Context: an optimization exercise on an open-source flow, tuned for small area and a short achievable clock period. The choices shown serve that exercise and are no tape-out recipe. The RTL of this run was laid out without a check of its function.

**flow/design.v**
```verilog
`timescale 1ns / 1ps
module full_adder(
	A,B,cin,
	sum,cout);
	input A,B,cin;
	output sum, cout;
	assign sum = A ^ B ^ cin;
	assign cout = (A&B) | (B&cin)|(A&cin);
endmodule
module half_adder(
	A,B,sum,cout);
	input A,B;
	output sum, cout;
	assign sum = A^B;
	assign cout = A&B;
endmodule
`timescale 1ns / 1ps
module RCA #(parameter bw = 4)(A, B, Cin, Sum, Cout);
	input [bw:1] A;
	input [bw:1] B;
	input Cin;
	output [bw:1] Sum;
	output Cout;
	wire [bw:0] G;
	wire [bw:0] P;
	wire [bw:0] GG;
	assign G[0] = Cin;
	assign P[0] = 0;
	assign G[bw:1] = A & B;
	assign P[bw:1] = A ^ B;
	assign GG[0] = G[0];
	G_Cell U0(G[0], G[1], P[1], GG[1]);
	genvar i;
	generate
		for(i=1; i<=bw; i=i+1) begin: loop_1
			if(i<bw)
				G_Cell U1(GG[i], G[i+1], P[i+1], GG[i+1]);
			assign Sum[i] = P[i] ^ GG[i-1];
		end
	endgenerate
	assign Cout = GG[bw];
endmodule
module G_Cell(G0, G1, P1, GG);
	input G0;
	input G1;
	input P1;
	output GG;
	assign GG = G1 | (P1 & G0);
endmodule
module Adder3(
	a, b, c, d, add,
	lsb, msb
	);
	input a,b,c,d;
	input [1:0] add;
	output lsb;
	output [1:0] msb;
	wire [2:0] pSum [1:0];
	wire [2:0] out;
	wire carry;
	wire [1:0] st0;
	wire [3:0] st1;
	wire [1:0] st2;
	wire [2:0] sum;
	half_adder u0(c,d,st0[0],st1[0]);
	full_adder u1(a,b,add[0],st0[1],st1[1]);
	half_adder u2(st0[0], st0[1], sum[0],st1[2]);
	half_adder u3(st1[0],add[1],st1[3],st2[0]);
	full_adder u4(st1[3],st1[2],st1[1],sum[1],st2[1]);
	or(sum[2],st2[0],st2[1]);
	assign lsb = sum[0];
	assign msb = sum[2:1];
endmodule
module Adder2(
	a, b, c, add,
	lsb, msb
	);
	input a,b,c, add;
	output lsb;
	output [1:0] msb;
	wire [2:0] sum;
	wire [1:0] temp;
	wire [3:0] carry;
	half_adder u0(a,b,temp[0],carry[0]);
	half_adder u1(c, add, temp[1], carry[1]);
	half_adder u2(temp[0], temp[1], sum[0], carry[2]);
	full_adder u3(carry[0], carry[1], carry[2], sum[1], sum[2]);
	assign lsb = sum[0];
	assign msb[1:0] = sum[2:1];
endmodule
module Adder4(
	a, b, c, add,
	lsb, msb
	);
	input a,b,c;
	input [1:0] add;
	output lsb;
	output [1:0] msb;
	wire [2:0] sum;
	wire [2:0] temp;
	wire [1:0] carry;
	full_adder u0(a,b,c,temp[0],temp[1]);
	full_adder u1(temp[0],add[0],1'b0,sum[0],carry[0]);
	full_adder u2(temp[1],add[1],carry[0],sum[1],sum[2]);
	assign lsb = sum[0];
	assign msb = sum[2:1];
endmodule
module Adder5(
	a, b, add,
	lsb, msb
	);
	input a,b;
	input [1:0] add;
	output lsb;
	output [1:0] msb;
	wire [2:0] sum;
	wire [2:0] temp;
	wire [1:0] carry;
	full_adder u0(a,b,add[0],sum[0],carry[0]);
	full_adder u1(add[1],carry[0],1'b0,sum[1],sum[2]);
	assign lsb = sum[0];
	assign msb[1:0] = sum[2:1];
endmodule
module biasAdder(
	A,B,
	out, shift,
	cout
	);
	input [4:0] A,B;
	input shift;
	output [4:0] out;
	output cout;
	wire [4:0]temp;
	wire o1,o2;
	assign cout = o1 | o2;
	wire [4:0] temp_s, temp_ns;
	wire to1, to2;
	RCA #(.bw(5)) badder1(.A(A),.B(B),.Cin(1'b1),.Sum(temp),.Cout(o1));
	RCA #(.bw(5)) badder2(.A(temp),.B(5'b10000),.Cin(1'b1),.Sum(temp_s),.Cout(to1));
	RCA #(.bw(5)) badder3(.A(temp),.B(5'b10000),.Cin(1'b0),.Sum(temp_ns),.Cout(to2));
	assign o2 = shift ? to1 : to2;
	assign out = shift ? temp_s : temp_ns;
endmodule
module vedic_4bit(
	a,b,
	out);
	input [3:0] a,b;
	output [7:0] out;
	wire [7:0] pSum;
	wire [1:0] add[7:0];
	assign pSum[0] = a[0]&b[0];
	half_adder adder1(a[0]&b[1],a[1]&b[0],pSum[1],add[1][0]);
	Adder2 adder2(a[0]&b[2], a[1]&b[1], a[2]&b[0], add[1][0], pSum[2], add[2]);
	Adder3 adder3(a[0]&b[3], a[1]&b[2], a[2]&b[1], a[3]&b[0], add[2], pSum[3], add[3]);
	Adder4 adder4(a[3]&b[1], a[2]&b[2], a[1]&b[3], add[3], pSum[4], add[4]);
	Adder5 adder5(a[3]&b[2], a[2]&b[3], add[4], pSum[5], add[5]);
	assign pSum[6] = add[5][0] ^ a[3]&b[3];
	assign pSum[7] = add[5][1] | (add[5][0]&a[3]&b[3]);
	assign out = pSum;
endmodule
module karastuba_6bit(
	a, b,
	out);
	input [5:0] a,b;
	output [11:0] out;
	wire [3:0] a1, ar;
	wire [3:0] b1, br;
	wire [7:0] xy, r, mid, mid2, mid3;
	wire [3:0] xr1, xr2;
	wire [3:0] tsum[1:0];
	assign a1 = {1'b0,a[5:3]};
	assign ar = {1'b0,a[2:0]};
	assign b1 = {1'b0,b[5:3]};
	assign br = {1'b0,b[2:0]};
	vedic_4bit u0(a1, b1, xy);
	vedic_4bit u1(ar, br, r);
	RCA #(.bw(4)) rca1(.A(a1), .B(ar), .Cin(1'b0), .Sum(tsum[0]),.Cout());
	RCA #(.bw(4)) rca2(.A(b1), .B(br), .Cin(1'b0), .Sum(tsum[1]),.Cout());
	vedic_4bit u2(tsum[0], tsum[1], mid);
	wire [7:0] temp;
	RCA #(.bw(8)) add_mid(.A(xy), .B(r), .Cin(1'b0), .Sum(temp), .Cout());
	RCA #(.bw(8)) sub_mid(.A(~temp), .B(mid), .Cin(1'b1), .Sum(mid3), .Cout());
	wire [11:0] t1, t2, t3;
	wire [11:3] psum;
	assign t1 = {xy, r};
	wire [11:3] tx = {xy[5:0],r[5:3]};
	wire [11:3] ty = {3'b0, mid3};
	RCA #(.bw(9)) add1(.A(tx), .B(ty), .Cin(1'b0), .Sum(psum), .Cout());
	assign out = {psum,r[2:0]};
endmodule
module karastuba_12bit(
	a,b,
	out
	);
	input [11:0] a,b;
	output [23:0] out;
	wire [5:0] a1, ar;
	wire [5:0] b1, br;
	wire [11:0] xy, r, x1,x2;
	wire [11:0] mid;
	wire [11:0] mid2, mid3;
	wire [12:0] tsum;
	assign a1 = a[11:6];
	assign ar = a[5:0];
	assign b1 = b[11:6];
	assign br = b[5:0];
	karastuba_6bit km0(a1, b1, xy);
	karastuba_6bit km1(ar, br, r);
	karastuba_6bit km2(a1, br, x1);
	karastuba_6bit km3(ar, b1, x2);
	RCA #(.bw(12)) rca1(x1, x2, 1'b0, tsum[11:0],tsum[12]);
	wire [23:0] t1, t2, t3;
	assign t1 = {xy, r};
	assign t2 = {6'b0, tsum, 6'b0};
	wire [23:6] tx = {xy,r[11:6]};
	wire [23:6] ty = {6'b0, tsum};
	wire [23:6] psum;
	RCA #(.bw(18)) add1(.A(tx), .B(ty), .Cin(1'b0), .Sum(psum), .Cout());
	assign out = {psum,r[5:0]};
endmodule
module karastuba_11bit(
	a,b,
	out
	);
	input [10:0] a,b;
	output [21:0] out;
	wire [5:0] a1, ar;
	wire [5:0] b1, br;
	wire [11:0] xy, r, x1,x2;
	wire [11:0] mid;
	wire [11:0] mid2, mid3;
	wire [11:0] tsum;
	assign a1 = {1'b0,a[10:6]};
	assign ar = a[5:0];
	assign b1 = {1'b0,b[10:6]};
	assign br = b[5:0];
	karastuba_6bit km0(a1, b1, xy);
	karastuba_6bit km1(ar, br, r);
	karastuba_6bit km2(a1, br, x1);
	karastuba_6bit km3(ar, b1, x2);
	RCA #(.bw(11)) rca1(x1[10:0], x2[10:0], 1'b0, tsum[10:0],tsum[11]);
	wire [23:0] t1, t2, t3;
	wire [21:6] tx = {xy,r[11:6]};
	wire [21:6] ty = {4'b0, tsum};
	wire [21:6] psum;
	RCA #(.bw(16)) add1(.A(tx), .B(ty), .Cin(1'b0), .Sum(psum), .Cout());
	assign out = {psum,r[5:0]};
endmodule
module karastuba_11bit_test(
	a,b,
	out_t, CLK, RESETn
	);
	input [10:0] a,b;
	output reg [21:0] out_t;
	wire [21:0] out;
	input CLK, RESETn;
	karastuba_11bit k11(a,b,out);
	always@(posedge CLK, negedge RESETn) begin
		if(!RESETn) begin
			out_t <= 0;
		end else begin
			out_t <= out;
		end
	end	
endmodule
module karastuba_12bit_test(
	a,b,
	out_t, CLK, RESETn
	);
	input [11:0] a,b;
	output reg [23:0] out_t;
	wire [23:0] out;
	input CLK, RESETn;
	wire [5:0] a1, ar;
	wire [5:0] b1, br;
	wire [11:0] xy, r, x1,x2;
	wire [11:0] mid;
	wire [11:0] mid2, mid3;
	wire [12:0] tsum;
	assign a1 = a[11:6];
	assign ar = a[5:0];
	assign b1 = b[11:6];
	assign br = b[5:0];
	karastuba_6bit km0(a1, b1, xy);
	karastuba_6bit km1(ar, br, r);
	karastuba_6bit km2(a1, br, x1);
	karastuba_6bit km3(ar, b1, x2);
	RCA #(.bw(12)) rca1(x1, x2, 1'b0, tsum[11:0],tsum[12]);
	wire [23:0] t1, t2, t3;
	assign t1 = {xy, r};
	assign t2 = {6'b0, tsum, 6'b0};
	wire [23:6] tx = {xy,r[11:6]};
	wire [23:6] ty = {6'b0, tsum};
	wire [23:6] psum;
	RCA #(.bw(18)) add1(.A(tx), .B(ty), .Cin(1'b0), .Sum(psum), .Cout());
	assign out = {psum,r[5:0]};
	always@(posedge CLK, negedge RESETn) begin
		if(!RESETn) begin
			out_t <= 0;
		end else begin
			out_t <= out;
		end
	end
endmodule
module menMult(
	a,b,
	out
	);
	input [9:0] a,b;
	output [21:0] out;
	karastuba_11bit menti({1'b1,a},{1'b1,b},out);
endmodule
module rounder(
	multi,
	out, cout
	);
	input [23:2] multi;
	output [9:0]out;
	output cout;
	wire msb = multi[23];
	wire [11:0] rnd = multi[23:12];
	wire r = msb ? multi[12] : multi[11];
	wire sticky = multi[10] | multi[9] | multi[8] | multi[7] | multi[6] | multi[5] | multi[4] | multi[3] | multi[2];  
	wire s = msb ? sticky | multi[11] : sticky;
	wire g = msb ? multi[13] : multi[12];
	wire rndup = r ? (s ? 1'b1 : r & g) : 1'b0;
	wire [11:0] rnd_p;
	RCA #(.bw(12)) rnd_add(.A(rnd), .B(12'b0), .Cin(rndup), .Sum(rnd_p), .Cout());
	assign cout = rnd_p[11];
	assign out = cout ? rnd_p[10:1] : rnd_p[9:0];
endmodule
module encoder_a(
	A,B,
	out
);
	input [14:0] A, B;
	output [2:0] out;
	wire [4:0] bA = A[14:10];
	wire [4:0] bB = B[14:10];
	wire [9:0] sA = A[9:0];
	wire [9:0] sB = B[9:0];
	wire nzsA, nzsB;
	assign nzsA = (A[0] | A[1] | A[2] | A[3] | A[4] | A[5] | A[6] | A[7] | A[8] | A[9]);
	assign nzsB = (B[0] | B[1] | B[2] | B[3] | B[4] | B[5] | B[6] | B[7] | B[8] | B[9]);
	wire zA = ~(bA[0] | bA[1] | bA[2] | bA[3] | bA[4]);
	wire zB = ~(bB[0] | bB[1] | bB[2] | bB[3] | bB[4]);
	wire zzA = zA & ~(nzsA);
	wire zzB = zB & ~(nzsB);
	wire iA = bA[0] & bA[1] & bA[2] & bA[3] & bA[4];
	wire iB = bB[0] & bB[1] & bB[2] & bB[3] & bB[4];
	wire z = zzA | zzB;
	wire i = iA | iB;
	wire nanA = iA & nzsA;
	wire nanB = iB & nzsB;
	wire nan = nanA | nanB;
	assign out = {nan,z,i};
endmodule
module encoder_b(
	sig, bmp, product
);
	input [2:0] sig;
	input [14:0] bmp;
	output [14:0] product;
	wire [14:0] nanOut = {5'b11111,10'b1};
	assign product = sig[2] ? nanOut : (sig[1] ? (sig[0] ? nanOut : 15'b0) : sig[0] ? 15'h7c00 : bmp);
endmodule
module fp16multiplier_pipe(
		A,B,	CLK,	RESETn,
		out
    );
	 input [15:0] A,B;
	 input CLK, RESETn;
	 output reg [15:0] out;
	 wire [14:0] bmp;
	 wire [15:0] product;
	 wire [21:0] multi;
	 wire cout;
	 reg [5:0] p_A, p_B;
	 reg [21:0] p_multi;
	 reg [2:0] p_sig_en;
	 menMult U0(A[9:0], B[9:0], multi);
	 wire sign = (p_A[5]^p_B[5]);
	 buf(product[15],sign);
	 wire [2:0] sig_en;  
	 encoder_a U1(A[14:0], B[14:0], sig_en);
	 biasAdder U2(.A(p_A[4:0]),.B(p_B[4:0]), .out(bmp[14:10]), .shift(cout), .cout());
	 rounder U3(p_multi, bmp[9:0], cout);
	 encoder_b U4(p_sig_en, bmp, product[14:0]);
	 always@(posedge CLK, negedge RESETn) begin
		if(!RESETn) begin
			out <= 0;
		end else begin
			out <= product;
			p_multi <= multi;
			p_A <= A[15:10];
			p_B <= B[15:10];
			p_sig_en <= sig_en;
		end
	 end
endmodule
module fp16multiplier(
		A,B,	CLK,	RESETn,
		out
    );
	 input [15:0] A,B;
	 input CLK, RESETn;
	 output reg [15:0] out;
	 wire [14:0] bmp;
	 wire [15:0] product;
	 wire [21:0] multi;
	 wire cout;
	 menMult U0(A[9:0], B[9:0], multi);
	 wire sign = (A[15]^B[15]);
	 buf(product[15],sign);
	 wire [2:0] sig_en;  
	 encoder_a U1(A[14:0], B[14:0], sig_en);
	 biasAdder U2(.A(A[14:10]),.B(B[14:10]), .out(bmp[14:10]), .shift(cout), .cout());
	 rounder U3(multi, bmp[9:0], cout);
	 encoder_b U4(sig_en, bmp, product[14:0]);
	 always@(posedge CLK, negedge RESETn) begin
		if(!RESETn) begin
			out <= 0;
		end else begin
			out <= product;
		end
	 end
endmodule
`timescale 1ns / 1ps
module fpadder(A, B, CLK, RESETn, sum);
   input [15:0] A, B;
   input CLK, RESETn;
   output reg [15:0] sum;
   wire [15:0] en_sum;
	wire [15:0] Sum;
   wire [4:0] exptempA, exptempB;
   wire [10:0] mtstempA;
	wire [21:0] mtstempB;
   wire S;
   wire [22:0] R_temp;
   wire [11:0] mts;
   wire [4:0] exp;
   encoder_add en(A,B,Sum,en_sum);
   compshift cs0(A[14:10], B[14:10], {1'b1, A[9:0]}, {1'b1, B[9:0]}, exptempA, exptempB, mtstempA, mtstempB, S);
   mantissa mts0(A[15], B[15], mtstempA, mtstempB, R_temp);
   normalization nor0(A[15], B[15], S, exptempA, exp, R_temp, Sum);
   always@(posedge CLK, negedge RESETn) begin
      if(!RESETn) begin
         sum <= 0;
      end
      else begin
         sum <= en_sum;
      end
   end
endmodule
module compshift(expA, expB, mtsA, mtsB, expA_R, expB_R, mtsA_R, mtsB_R, S);
	input [4:0] expA, expB;
	input [10:0] mtsA, mtsB;
	output wire [4:0] expA_R, expB_R;
	output wire [10:0] mtsA_R;
	output wire [21:0] mtsB_R;
	output wire S;
	wire [4:0] expA_T, expB_T, Difference, Difference1, Difference2;
	wire [5:0] ex;
	RCA #(.bw(6)) rc0(.A({1'b0, expA}), .B(~{1'b0, expB}), .Cin(1'b1), .Sum(ex), .Cout());
	wire ez = ~(ex[5]|ex[4]|ex[3]|ex[2]|ex[1]|ex[0]);  
   RCA #(.bw(5)) rc1(.A(expA), .B(~expB), .Cin(1'b1), .Sum(Difference1), .Cout());
	RCA #(.bw(5)) rc2(.A(expB), .B(~expA), .Cin(1'b1), .Sum(Difference2), .Cout());
	RCA #(.bw(5)) rc3(.A(expA), .B(5'b1), .Cin(1'b0), .Sum(expA_T), .Cout());
	RCA #(.bw(5)) rc4(.A(expB), .B(5'b1), .Cin(1'b0), .Sum(expB_T), .Cout());
	assign Difference = ~ex[5] ? Difference1 : Difference2;
	assign expA_R = ez ? expA_T : ~ex[5] ? expA_T : expB_T;
	assign expB_R = ez ? expB_T : ~ex[5] ? expA_T : expB_T;
	assign mtsA_R = ez ? mtsA : ~ex[5] ? mtsA : mtsB;
	assign mtsB_R = ez ? {mtsB,11'b0} : ~ex[5] ? {mtsB,11'b0} >> Difference : {mtsA,11'b0} >> Difference;
	assign S = ez ? 1'b1 : ~ex[5] ? 1'b1 : 1'b0;
endmodule
module mantissa(sA, sB, mtsA_R, mtsB_R, R_mts);
   input wire sA, sB;
   input wire [10:0] mtsA_R;
	input wire [21:0] mtsB_R;
   output wire [22:0] R_mts;
	wire [22:0] T1_mts, T2_mts;
	wire co1, co2;
	RCA #(.bw(23)) rc5(.A({1'b0, mtsA_R, 11'b0}), .B(~{1'b0, mtsB_R}), .Cin(1'b1), .Sum(T1_mts), .Cout());
	RCA #(.bw(23)) rc6(.A({1'b0, mtsA_R, 11'b0}), .B({1'b0, mtsB_R}), .Cin(1'b0), .Sum(T2_mts), .Cout());
   assign R_mts = sA ^ sB ? T1_mts : T2_mts;
endmodule
module normalization(sA, sB, S, expA_R, exp, R_mts, Sum);
	input sA, sB;
	input wire S;
	input wire [22:0] R_mts;
	input wire[4:0] expA_R;
	output wire [15:0] Sum;
	output wire [4:0] exp;
	wire temp, g, r, rndup;
	wire [22:0] mts_temp;
	wire [11:0] mts_rnd;
	wire [22:0] mts;
	wire s;
	assign temp = sA ^ sB;
	assign s = S ? (sA ^ (R_mts[22] & temp)) : (sB ^ (R_mts[22] & temp));
	wire [22:0] neg_R_mts;
	RCA #(.bw(23)) rc7(.A(~R_mts), .B(23'b0), .Cin(1'b1), .Sum(neg_R_mts), .Cout());
	assign mts_temp = (R_mts[22] & temp) ? neg_R_mts : R_mts;
	assign exp = expA_R;
	assign mts = mts_temp;
	wire [22:0] mmts [11:0];
	wire [4:0] ee [11:0];
	assign mmts[0] = mts;
	assign ee[0] = exp;
	genvar i;
	generate
		for(i = 0; i < 11; i=i+1) begin :loop_1
			assign mmts[i+1] = mmts[i] << ~mmts[i][22];
			RCA #(.bw(5)) rc7(.A(ee[i]), .B(~{4'b0, ~mmts[i][22]}), .Cin(1'b1), .Sum(ee[i+1]), .Cout());
		end
	endgenerate
	wire [22:0] mm;
	assign mm = mmts[11];
	assign g = mm[12];
	assign r = mm[11];
	assign st = mm[10] | mm[9] | mm[8] | mm[7] | mm[6] | mm[5] | mm[4] | mm[3] | mm[2] | mm[1] | mm[0];
	assign rndup = (r & st) | (g & r);
	wire flag;
	RCA #(.bw(12)) rc8(.A(mm[22:11]), .B({11'b0, rndup}), .Cin(1'b0), .Sum(mts_rnd), .Cout(flag));
	wire [4:0] eru;
	RCA #(.bw(5)) rc9(.A(ee[11]), .B(5'b0), .Cin(1'b1), .Sum(eru), .Cout());
	wire [4:0] eout = mts_rnd[11] ? ee[11] : flag ? eru : 4'b0;
	wire sout = mts_rnd[11] ? s : flag ? s : 1'b0;
	assign Sum = {sout, eout, mts_rnd[10:1]};
endmodule
module CSA #(parameter bw = 4)(A, B, Cin, Sum, Cout);
	input [bw-1:0] A, B, Cin;
	output [bw:0] Sum;
	output Cout;
	wire [bw-1:0] S0;
	wire [bw-1:0] C0;
	genvar i;
	generate
		for(i=0; i<bw; i=i+1) begin : loop_1
			full_adder fa0(.A(A[i]), .B(B[i]), .cin(Cin[i]), .sum(S0[i]), .cout(C0[i]));
		end
	endgenerate
	assign Sum[0] = S0[0];
	RCA #(.bw(4)) r0(.A({C0[bw-1:1], 1'b0}), .B({1'b0,S0[bw-1:1]}), .Cin(C0[0]), .Sum(Sum[bw:1]), .Cout(Cout));
endmodule 
module encoder_add(
	A,B, product,
	out
);
	input [15:0] A, B;
	input [15:0] product;
	output [15:0] out;
	wire [4:0] bA = A[14:10];
	wire [4:0] bB = B[14:10];
	wire [9:0] sA = A[9:0];
	wire [9:0] sB = B[9:0];
	wire nzsA, nzsB;
	assign nzsA = (A[0] | A[1] | A[2] | A[3] | A[4] | A[5] | A[6] | A[7] | A[8] | A[9]);
	assign nzsB = (B[0] | B[1] | B[2] | B[3] | B[4] | B[5] | B[6] | B[7] | B[8] | B[9]);
	wire zA = ~(bA[0] | bA[1] | bA[2] | bA[3] | bA[4]);
	wire zB = ~(bB[0] | bB[1] | bB[2] | bB[3] | bB[4]);
	wire zzA = zA & ~(nzsA);
	wire zzB = zB & ~(nzsB);
	wire iA = bA[0] & bA[1] & bA[2] & bA[3] & bA[4];
	wire iB = bB[0] & bB[1] & bB[2] & bB[3] & bB[4];
	wire z = zzA | zzB;
	wire i = iA | iB;
	wire nanA = iA & nzsA;
	wire nanB = iB & nzsB;
	wire nan = nanA | nanB;
	wire [15:0] nanOut = {6'b011111,10'b1};
	wire [14:0] inf = 15'h7c00;
	wire sign = A[15]^B[15];
	assign out = nan ? nanOut : (zA ? B : (zB ? A : (iA ? (sign ? nanOut : {A[15],inf}) : (iB ? (sign ? nanOut : {A[15],inf}) : product))));
endmodule
`timescale 1ns / 1ps
module fp16MAC(
	a, b, acc, CLK, RESETn
    );
	 input [15:0] a, b;
	 input CLK, RESETn;
	 output reg [15:0] acc;
	 reg [15:0] input_a, input_b;
	 wire [15:0] result_m;
	 wire [15:0] result_a;
	 wire [15:0] pAcc;
	 assign pAcc = result_a;
	 fp16multiplier m1(input_a,input_b,CLK,RESETn, result_m);
	 fpadder a1(pAcc,result_m, CLK, RESETn, result_a);
	 always@(posedge CLK, negedge RESETn) begin
		if(!RESETn) begin
			acc <= 0;
			input_a <= 0;
			input_b <= 0;
		end else begin
			acc <= result_a;
			input_a <= a;
			input_b <= b;
	end
	end
endmodule
```
**flow/run.sh**
```bash
#!/bin/bash
# synth_recipe.tcl (not shown) runs the flow's synth.tcl, then flattens the netlist and writes it again
# the make line also repeats each setting of config.mk as NAME=value (left out here)
make -C /OpenROAD-flow-scripts/flow DESIGN_CONFIG=/design/flow/config.mk WORK_HOME=/design/flow/orfs CLKGATE_MAP_FILE= SYNTH_SCRIPT=/design/flow/synth_recipe.tcl finish
```
**flow/config.mk**
```make
export PLATFORM = sky130hd
export DESIGN_NAME = fp16MAC
export DESIGN_NICKNAME = fp16MAC
export VERILOG_FILES = /design/flow/design.v
export SDC_FILE = /design/flow/constraint.sdc
export NUM_CORES = 4
export LEC_CHECK = 0
export CAP_MARGIN = 20
export CORE_MARGIN = 2
export CORE_UTILIZATION = 40
export SLEW_MARGIN = 20
```
**flow/constraint.sdc**
```tcl
create_clock -name core_clock -period 15.5 [get_ports {CLK}]
set_input_delay 3.1000 -clock core_clock [delete_from_list [all_inputs] [get_ports {CLK}]]
set_output_delay 3.1000 -clock core_clock [all_outputs]
set_load 0.01 [all_outputs]
```
==> report_table.html <==
<table>
<tr><th>Metric</th><th>Value</th></tr>
<tr><th colspan="2">Synth</th></tr>
<tr><td>Count of yosys warnings during synthesis</td><td>8</td></tr>
<tr><td>FFs w/ async S/R, synth</td><td>100%</td></tr>
<tr><td>Yosys top cell area share</td><td>20.6%</td></tr>
<tr><td>Number of enable flip-flop cells after synthesis</td><td>0</td></tr>
<tr><td>Sequential cell area fraction in the yosys report</td><td>12.9%</td></tr>
<tr><td>Cell taking the most area after synthesis</td><td>fa_1</td></tr>
<tr><td>Area of the mapped netlist</td><td>15500 um2</td></tr>
<tr><td>Mapped Nets</td><td>2149</td></tr>
<tr><td>Flops &amp; latches, synth</td><td>80</td></tr>
<tr><td>Synthesized instance count</td><td>1721</td></tr>
<tr><td>Ranking of synthesized cells by area</td><td>fa_1 21%, ha_1 19%, dfrtp_1 13%</td></tr>
<tr><td>Number of unique standard cell types used by synthesis</td><td>97</td></tr>
<tr><td>Syn_area_per_cell</td><td>8.98 um2</td></tr>
<tr><td>Most frequently used flop master after synthesis</td><td>dfrtp_1</td></tr>
<tr><td>Leading cell types by count after synthesis</td><td>235 x ha_1, 233 x inv_1, 159 x fa_1</td></tr>
<tr><td>Most numerous cell in the Yosys netlist</td><td>ha_1</td></tr>
<tr><th colspan="2">Worst hold path</th></tr>
<tr><td>Launch point of the worst hold path</td><td>input_a[15]</td></tr>
<tr><td>Worst Hold Depth</td><td>1</td></tr>
<tr><td>Worst min-delay path endpoint</td><td>m1.out[15]</td></tr>
<tr><td>Worst min path class</td><td>register to register</td></tr>
<tr><th colspan="2">Timing</th></tr>
<tr><td>Fmax achieved</td><td>0.0676 GHz</td></tr>
<tr><td>Tcrit/Tclk final</td><td>95.5%</td></tr>
<tr><td>Clock Skew</td><td>0.00929 ns</td></tr>
<tr><td>Setup TNS after final layout</td><td>0 ns</td></tr>
<tr><td>Number of hold violations in the final report</td><td>0</td></tr>
<tr><td>Final Critical Period</td><td>14.80 ns</td></tr>
<tr><td>Worst slew margin</td><td>30.0%</td></tr>
<tr><td>Max-slew violations</td><td>0</td></tr>
<tr><td>Number of failing setup endpoints in the final timing report</td><td>0</td></tr>
<tr><td>Transition time at the pin with the least slew margin</td><td>1.04 ns</td></tr>
<tr><th colspan="2">Cells and area</th></tr>
<tr><td>Final Instance Area</td><td>17400 um2</td></tr>
<tr><td>Share of final-layout standard cells stronger than drive strength 1</td><td>10.6%</td></tr>
<tr><td>Final antenna diode count</td><td>0</td></tr>
<tr><td>Area of the multi-input gates</td><td>12400 um2</td></tr>
<tr><td>Number of fill cells</td><td>3771</td></tr>
<tr><td>Fin nets</td><td>2223</td></tr>
<tr><td>Area growth syn-to-layout</td><td>12.3%</td></tr>
<tr><td>Reg area</td><td>2000 um2</td></tr>
<tr><th colspan="2">Setup path</th></tr>
<tr><td>Top Family by Delay on Critical Path</td><td>adder cells</td></tr>
<tr><td>Crit path buffers/inverters</td><td>9</td></tr>
<tr><td>Class of the most critical setup path</td><td>register to register</td></tr>
<tr><td>Element type at the critical path start</td><td>register</td></tr>
<tr><td>Sort of element at the end of the critical path</td><td>register</td></tr>
<tr><td>Slowest cell on the critical path</td><td>fa_1</td></tr>
<tr><td>FF-to-FF path depth</td><td>58</td></tr>
<tr><td>Reg2Reg Launch Point</td><td>input_b[0]</td></tr>
<tr><td>Worst R2R End</td><td>m1.out[13]</td></tr>
<tr><td>Critical Path Most Common Cell</td><td>ha_1</td></tr>
<tr><td>Critical Path Max Stage Delay</td><td>0.57 ns</td></tr>
<tr><td>Critical path peak fanout</td><td>17</td></tr>
<tr><td>Required arrival time at the worst endpoint</td><td>15.70 ns</td></tr>
<tr><td>Worst Path Arrival</td><td>15.00 ns</td></tr>
<tr><td>Reg-to-reg setup timing slack</td><td>0.70 ns</td></tr>
<tr><th colspan="2">Global route</th></tr>
<tr><td>Global-route wire length before repair</td><td>75.7 mm</td></tr>
<tr><td>Pin count of the biggest net entering global routing</td><td>54</td></tr>
<tr><td>GRT Residual Overflow</td><td>0</td></tr>
<tr><td>Via count of the first global-routing pass</td><td>13800</td></tr>
<tr><td>Total routing usage reported by global routing</td><td>23.9%</td></tr>
<tr><td>Antenna violations before repair</td><td>0</td></tr>
<tr><th colspan="2">Floorplanning</th></tr>
<tr><td>Total core area</td><td>38400 um2</td></tr>
<tr><td>Horizontal die dimension</td><td>201 um</td></tr>
<tr><td>Die ar.</td><td>40200 um2</td></tr>
<tr><td>Number of top-level design ports</td><td>50</td></tr>
<tr><td>Starting density of the core</td><td>40.3%</td></tr>
<tr><td>Vertical die dimension</td><td>201 um</td></tr>
<tr><td>Number of placement rows</td><td>72</td></tr>
<tr><th colspan="2">Routing</th></tr>
<tr><td>Number of detailed-routing iterations run before antenna repair</td><td>6</td></tr>
<tr><td>Initial DRC count</td><td>883</td></tr>
<tr><td>Average via count per standard cell</td><td>5.67</td></tr>
<tr><td>Post-route antenna net violation count</td><td>0</td></tr>
<tr><td>Via count</td><td>13200</td></tr>
<tr><td>Remaining design rule violation count</td><td>0</td></tr>
<tr><td>Aggregate routed wire length</td><td>47.6 mm</td></tr>
<tr><td>Average wire per standard cell</td><td>20.5 um</td></tr>
<tr><th colspan="2">Clocking</th></tr>
<tr><td>Num CTS Buffers</td><td>9</td></tr>
<tr><td>Clock edge transition at the registers on the reported setup and hold paths</td><td>0.07 ns</td></tr>
<tr><td>Num Clock Sinks</td><td>80</td></tr>
<tr><td>H-tree depth</td><td>3</td></tr>
<tr><td>Max clock buf depth</td><td>2</td></tr>
<tr><td>Buffer type at the clock tree root</td><td>clkbuf_16</td></tr>
<tr><td>CTS tree</td><td>yes</td></tr>
<tr><td>Clock insertion delay at the later pin of the skew report</td><td>0.35 ns</td></tr>
<tr><th colspan="2">Flow run</th></tr>
<tr><td>Max-capacitance violation count</td><td>0</td></tr>
<tr><th colspan="2">Placed design</th></tr>
<tr><td>Routability congestion estimate</td><td>0.980</td></tr>
<tr><td>Hpwl dp</td><td>39.7 mm</td></tr>
<tr><td>Instance area at placement</td><td>16800 um2</td></tr>
<tr><td>Count of input and output buffers</td><td>49</td></tr>
<tr><th colspan="2">Outcome</th></tr>
<tr><td>Outcome</td><td>complete, no violations</td></tr>
</table>
-- per-stage QoR --
| step | util, % | worst slack, ns | hold slack [ns] | cells |
|---|---|---|---|---|
| 6_report | 45.3 | 0.698 | 0.443 | 2318 |
| 5_1_grt | 45.3 | -0.00962 | 0.467 | 2318 |
| 4_1_cts | 44.7 | 0.0142 | 0.445 | 2310 |
| 3_5_place_dp | 43.9 | 0.0343 | 0.432 | 2294 |
| 3_3_place_gp | 43.9 | 0.113 | 0.427 | 2294 |
| 2_1_floorplan | - | 0.0136 | 0.400 | 1721 |
-- layer usage --
metal / global-route usage (%) / vias to the layer above / part of all wire, %
met5: 0 / - / 0
met1: 28.5 / 6461 / 40
met4: 11.5 / 0 / 4.9
met2: 43.0 / 434 / 51
li1: - / 6134 / -
met3: 2.55 / 122 / 4.5
-- cells in the final DEF (no fill, tap or decap), types with 13 or more instances in the layout --
cell / synthesis / final
ha_1: 235 / 234
nor3_1: 21 / 20
nor2_1: 89 / 88
mux2_2: 19 / 18
nand3_1: 43 / 43
nand2b_1: 30 / 29
a22oi_1: 13 / 13
buf_4: 4 / 71
fa_1: 159 / 155
inv_1: 233 / 232
xnor2_1: 32 / 29
mux2i_1: 60 / 59
a31oi_1: 19 / 18
a21oi_1: 71 / 67
o22ai_1: 26 / 22
nor2b_1: 27 / 27
o31ai_1: 14 / 14
or2_2: 16 / 15
o211ai_1: 18 / 18
clkdlybuf4s50_1: 0 / 48
and2_1: 71 / 71
o21ai_0: 71 / 71
dfrtp_1: 80 / 80
nand2_1: 102 / 102
-- what timing repair did --
item	4_1_cts	5_1_grt
hold buffers	0	0
setup endpoints to repair	0	21
resized for setup	0	37
setup buffers	0	8
-- flip-flops by register name, indices dropped and copies added (netlist names) --
signal   cells
a1.sum      16
acc         16
m1.out      16
input_a     16
input_b     16
-- how the worst max path moves through the flow --
stage                from         end  slack, ns  cells after the start
5_1_grt        a1.sum[10]  a1.sum[14]      -0.01                     62
3_3_place_gp   a1.sum[10]  a1.sum[14]       0.11                     62
2_1_floorplan  a1.sum[10]  a1.sum[14]       0.01                     67
4_1_cts        a1.sum[10]  a1.sum[14]       0.01                     63
6_report       input_b[0]  m1.out[13]       0.70                     58
3_5_place_dp   a1.sum[10]  a1.sum[14]       0.03                     62
-- cell type report --
cell class / count / area share [%]
Multi-Input combinational cell: 1343 / 71.6
Sequential cell: 80 / 11.5
Timing Repair Buffer: 120 / 5.95
Inverter: 241 / 5.39
Tap cell: 518 / 3.73
Clock buffer: 10 / 1.38
Clock inverter: 6 / 0.432
-- kinds of logic after synthesis --
kind of cell / count (synthesis) / synth area share, %
buf+inv: 298 / 7.72
compound gates: 364 / 16.2
fa+ha+maj: 394 / 39.6
flops: 80 / 12.9
simple gates: 464 / 15.9
xor+xnor: 42 / 2.38
mux: 79 / 5.27

==> afterwards: timing with drivers on the ports <==
In the flow no input, the clock included, has a driving cell. The finished layout below was timed again as built, in two steps. Step 1 assumes that a clkbuf_16 drives the clock port and a buf_2 every other input. Step 2 moves the port delays by t, midway between the first and last clock arrival at a register: inputs arrive t later, outputs are due t later. That takes back most of the time a late clock gives input paths. Three values: ideal, step 1, step 2; two values: the first two.
t, ns: 0.384
slack for setup (ns): 0.698 / 0.698 / 0.698
worst setup path after step 2: register to register
clock arrival spread, ns: 0.010 / 0.010
cell pins on the clock port's net: 1
After both steps this run still meets setup and hold. For this run, drivers alone change the setup slack by 0.000 ns; drivers and shift together by 0.000 ns.
